Background: an optimization exercise with open tools, aiming at small area. Do not read the settings as production practice. The RTL was checked by simulation tests, not by an equivalence proof against the original design.

== before ==
Design MyCPU, start of the top module:
module MyCPU(
  input CLK,
  input RST,
  output [31:0] nextPC,
  output [31:0] currPC,
  input [31:0] InsData,
  output [31:0] IRIns,
  output [5:0] op,
  output [4:0] rs,
  output [4:0] rt,
  output [4:0] rd,
  output [15:0] ID_immediate,
  output RegWre,
  output RegDst,
  output [1:0] J,
  output MEM_Read,
  output MEM_Write,
  output MEMtoReg,
  output ExtSign,
  output [2:0] ALUOp,
  output [31:0] Reg_DataBusA,
  output [31:0] Reg_DataBusB,
  output [4:0] addr,
  output [31:0] extended,
  output [1:0] MEM_Con,
  output [1:0] WB_Con,
  output [2:0] ALUCon,
  output [4:0] ID_EX_Reg_RS,
  output [4:0] ID_EX_Reg_RT,
  output [4:0] ID_EX_Reg_RD,
  output [31:0] ID_EX_Reg_immediate,
  output [31:0] ID_EX_DataBusA,
  output [31:0] ID_EX_DataBusB,
  output [31:0] result,
  output EX_MEM_Write_Con,
  output EX_MEM_Read_Con,
  output [31:0] EX_MEM_ALUOut,
  output EX_MEM_MEMtoReg,
  output EX_MEM_RegWre,
  output [4:0] EX_MEM_Reg_RD,
  output [31:0] rData,
  output WB_RegWre,
  output [31:0] WB_DataBus,
  output [4:0] WB_Reg_RD,
  output stall,
  output [1:0] ForwardA,
  output [1:0] ForwardB,
  output Flash,
  output [1:0] PCSrc
  );
For scale: roughly 7600 cells after synthesis, about 2400 flip-flops.
==> flow/config.mk <==
export PLATFORM = sky130hd
export DESIGN_NAME = MyCPU
export DESIGN_NICKNAME = MyCPU
export VERILOG_FILES = /design/flow/design.v
export SDC_FILE = /design/flow/constraint.sdc
export NUM_CORES = 4
export LEC_CHECK = 0
export ABC_AREA = 1
export CAP_MARGIN = 10
export CORE_MARGIN = 2
export CORE_UTILIZATION = 40
export CTS_BUF_LIST = sky130_fd_sc_hd__clkbuf_16
export CTS_CLUSTER_DIAMETER = 100
export CTS_CLUSTER_SIZE = 24
export GPL_ROUTABILITY_DRIVEN = 1
export PLACE_DENSITY = 0.45
export SLEW_MARGIN = 10
export SYNTH_HIERARCHICAL = 1
export SYNTH_MINIMUM_KEEP_SIZE = 0
==> flow/constraint.sdc <==
create_clock -name core_clock -period 13.0 [get_ports {CLK}]
set_input_delay 2.6000 -clock core_clock [delete_from_list [all_inputs] [get_ports {CLK}]]
set_output_delay 2.6000 -clock core_clock [all_outputs]
set_load 0.01 [all_outputs]
standard.sh (not shown) runs the stock make flow with config.mk's settings and CLKGATE_MAP_FILE= SYNTH_SCRIPT=/design/flow/synth_recipe.tcl, a recipe that flattens the netlist after the stock synthesis.
==> flow/flow/run.sh <==
#!/bin/bash
set -euo pipefail
W=$(pwd)
{
  cat <<EOF
proc abc {args} {
  set i [lsearch -exact \$args -script]
  if {\$i >= 0} { lset args [expr {\$i + 1}] $W/flow/nf.abc }
  yosys abc {*}\$args
}
EOF
  cat synth_recipe.tcl
} > my_synth.tcl
bash standard.sh SYNTH_SCRIPT=$W/my_synth.tcl "BUFFER_PORTS_ARGS=-buffer_cell sky130_fd_sc_hd__buf_1" finish > standard.log 2>&1
==> flow/flow/nf.abc <==
strash
&get -n
&dch
&nf -R 1000
&put
Setup changes, before to after
--- a/flow/design.v
+++ b/flow/design.v
@@ -126,16 +126,17 @@
       aluc_q <= ALUOp;
       exrs_q <= rs_q;
       exrt_q <= ID_RT;
       exrd_q <= addr;
       eximm_q <= extended[16:0];
       exa_q <= Reg_DataBusA;
       exb_q <= Reg_DataBusB;
     end
+  wire [31:0] MEM_ALU_DataBus;
   wire [31:0] rf [1:31];
   reg [31:1] rf_v;
   wire wb_we = WB_RegWre & (WB_Reg_RD != 5'b0);
   wire [31:1] rf_we;
   genvar w, b;
   generate for (w = 1; w < 32; w = w + 1) begin : rfw
     assign rf_we[w] = wb_we & (WB_Reg_RD == w);
     wire enb = ~rf_we[w];
@@ -145,44 +146,62 @@
       cell_hold h(.en(rf_we[w]), .d(WB_DataBus[b]), .enb(enb), .q(q[b]), .y(nq[b]));
     end
     always @(posedge CLK) q <= nq;
     assign rf[w] = q;
   end endgenerate
   always @(posedge CLK or negedge RST)
     if (!RST) rf_v <= 31'b0;
     else rf_v <= rf_v | rf_we;
-  wire bypA = wb_we & (WB_Reg_RD == rs_q);
-  wire bypB = wb_we & (WB_Reg_RD == rt_q);
-  wire [32:0] selA, selB;
-  assign selA[0] = bypA;
-  assign selA[32] = 1'b0;
-  assign selB[0] = ~ExtSign & bypB;
-  assign selB[32] = ExtSign;
+  reg ph_p, ph_n;
+  always @(posedge CLK or negedge RST)
+    if (!RST) ph_p <= 1'b0;
+    else ph_p <= ~ph_p;
+  always @(negedge CLK or negedge RST)
+    if (!RST) ph_n <= 1'b0;
+    else ph_n <= ph_p;
+  wire ph = ph_p ^ ph_n;
+  wire [4:0] ra = ph ? rt_q : ir_q[25:21];
+  wire mem_we = EX_MEM_RegWre & (EX_MEM_Reg_RD != 5'b0);
+  wire ext = ph & ExtSign;
+  wire hitM = ~ph & mem_we & (EX_MEM_Reg_RD == ra);
+  wire hitW = wb_we & (WB_Reg_RD == ra);
+  wire [33:0] sel;
+  assign sel[0] = ~ext & ~hitM & hitW;
+  assign sel[32] = ext;
+  assign sel[33] = ~ext & hitM;
   generate for (w = 1; w < 32; w = w + 1) begin : rsel
-    assign selA[w] = ~bypA & rf_v[w] & (rs_q == w);
-    assign selB[w] = ~ExtSign & ~bypB & rf_v[w] & (rt_q == w);
+    assign sel[w] = ~ext & ~hitM & ~hitW & rf_v[w] & (ra == w);
   end endgenerate
+  wire [31:0] rport;
   generate for (b = 0; b < 32; b = b + 1) begin : rdb
-    wire [32:0] col;
+    wire [33:0] col;
     assign col[0] = WB_DataBus[b];
     assign col[32] = extended[b];
+    assign col[33] = MEM_ALU_DataBus[b];
     for (w = 1; w < 32; w = w + 1) begin : c
       assign col[w] = rf[w][b];
     end
-    cell_mux32 ma(.s(selA[31:0]), .d(col[31:0]), .y(Reg_DataBusA[b]));
-    cell_mux33 mb(.s(selB), .d(col), .y(Reg_DataBusB[b]));
+    cell_mux34 m(.s(sel), .d(col), .y(rport[b]));
   end endgenerate
+  reg [31:0] rdA_q, rdB_q;
+  always @(posedge CLK or negedge RST)
+    if (!RST) rdA_q <= 32'b0;
+    else rdA_q <= Flash ? 32'b0 : rport;
+  always @(negedge CLK or negedge RST)
+    if (!RST) rdB_q <= 32'b0;
+    else rdB_q <= rport;
+  assign Reg_DataBusA = rdA_q;
+  assign Reg_DataBusB = rdB_q;
   wire fwA1 = (EX_MEM_Reg_RD == exrs_q) && (EX_MEM_Reg_RD != 5'b0) && EX_MEM_RegWre;
   wire fwA2 = (WB_Reg_RD == exrs_q) && (WB_Reg_RD != 5'b0) && WB_RegWre;
   wire fwB1 = (EX_MEM_Reg_RD == exrt_q) && (EX_MEM_Reg_RD != 5'b0) && EX_MEM_RegWre;
   wire fwB2 = (WB_Reg_RD == exrt_q) && (WB_Reg_RD != 5'b0) && WB_RegWre;
   assign ForwardA = {~fwA1 & fwA2, fwA1};
   assign ForwardB = {~fwB1 & fwB2, fwB1};
-  wire [31:0] MEM_ALU_DataBus;
   wire [31:0] A = fwA1 ? MEM_ALU_DataBus : fwA2 ? WB_DataBus : exa_q;
   wire [31:0] B = fwB1 ? MEM_ALU_DataBus : fwB2 ? WB_DataBus : exb_q;
   wire [2:0] c = aluc_q;
   wire sub = ~c[2] & (c[1] | c[0]);
   wire [31:0] Bx = B ^ {32{sub}};
   wire [31:0] ag = A & Bx;
   wire [31:0] ap = A ^ Bx;
   reg [31:0] G, P;
@@ -352,8 +371,23 @@
 module cell_mux33(input [32:0] s, input [32:0] d, output y);
   wire [10:0] t;
   genvar i;
   generate for (i = 0; i < 11; i = i + 1) begin : g
     cell_aoi222 u(.a1(s[3*i]), .a2(d[3*i]), .b1(s[3*i+1]), .b2(d[3*i+1]), .c1(s[3*i+2]), .c2(d[3*i+2]), .y(t[i]));
   end endgenerate
   cell_nand11 n(.x(t), .y(y));
 endmodule
+module cell_mux34(input [33:0] s, input [33:0] d, output y);
+  wire [11:0] t;
+  genvar i;
+  generate for (i = 0; i < 11; i = i + 1) begin : g
+    cell_aoi222 u(.a1(s[3*i]), .a2(d[3*i]), .b1(s[3*i+1]), .b2(d[3*i+1]), .c1(s[3*i+2]), .c2(d[3*i+2]), .y(t[i]));
+  end endgenerate
+  cell_nand2 u11(.a(s[33]), .b(d[33]), .y(t[11]));
+  cell_nand12 n(.x(t), .y(y));
+endmodule
+module cell_nand2(input a, input b, output y);
+  assign y = ~(a & b);
+endmodule
+module cell_nand12(input [11:0] x, output y);
+  assign y = ~(&x);
+endmodule
==> notes.md <==
Compared to before, the routing of after uses less wire. Diff before -> after: critical path depth lost 1, met3 usage in global routing lost 3.8 points, final cell count lost about 4.4%. Comparing the two runs side by side, after comes out behind before on clock skew. Against before, count of fill cells added during filler insertion in after fell by a few percent. Changes observed in after relative to before: utilization roughly the same, sequential cell count went up by 2.8%, time the final worst path needs with I/O delays and setup increased by 0.080 ns relative to the old numbers, total global routing track utilization went down. after vs before, final design instance area without fill went down by 2.8%. First-iteration DRC count delta (after − before): favourable. Taking before as the reference point, the non-clock buffer count of after falls by 0.76%.

==> port drivers added, routing unchanged <==
The flow's constraints put no driver on any port. The routed layout listed below was extracted and timed again, unchanged, in two steps.
Step 1 (the two cells are an assumption about what drives the block):
set clk [get_ports {CLK}]
set_driving_cell -lib_cell sky130_fd_sc_hd__clkbuf_16 $clk
set_driving_cell -lib_cell sky130_fd_sc_hd__buf_2 [delete_from_list [all_inputs] $clk]
Step 2 times the ports against the registers' clock, not the clock port: input delays grow and output delays shrink by t, the midpoint of the rising clock arrivals with the driver on.
Three values: ideal ports, drivers, drivers and shift; two values: the first two.
run: before
t (ns): 0.918
setup slack, ns: 0.483 / 0.380 / 1.298
worst hold slack (ns): 0.426 / 0.426 / 0.426
latest minus earliest clock arrival (ns): 0.065 / 0.064
pins driven straight from the clock port: 1
After both steps before still meets setup and hold. For before, drivers alone change the setup slack by -0.103 ns; drivers and shift together by +0.815 ns.
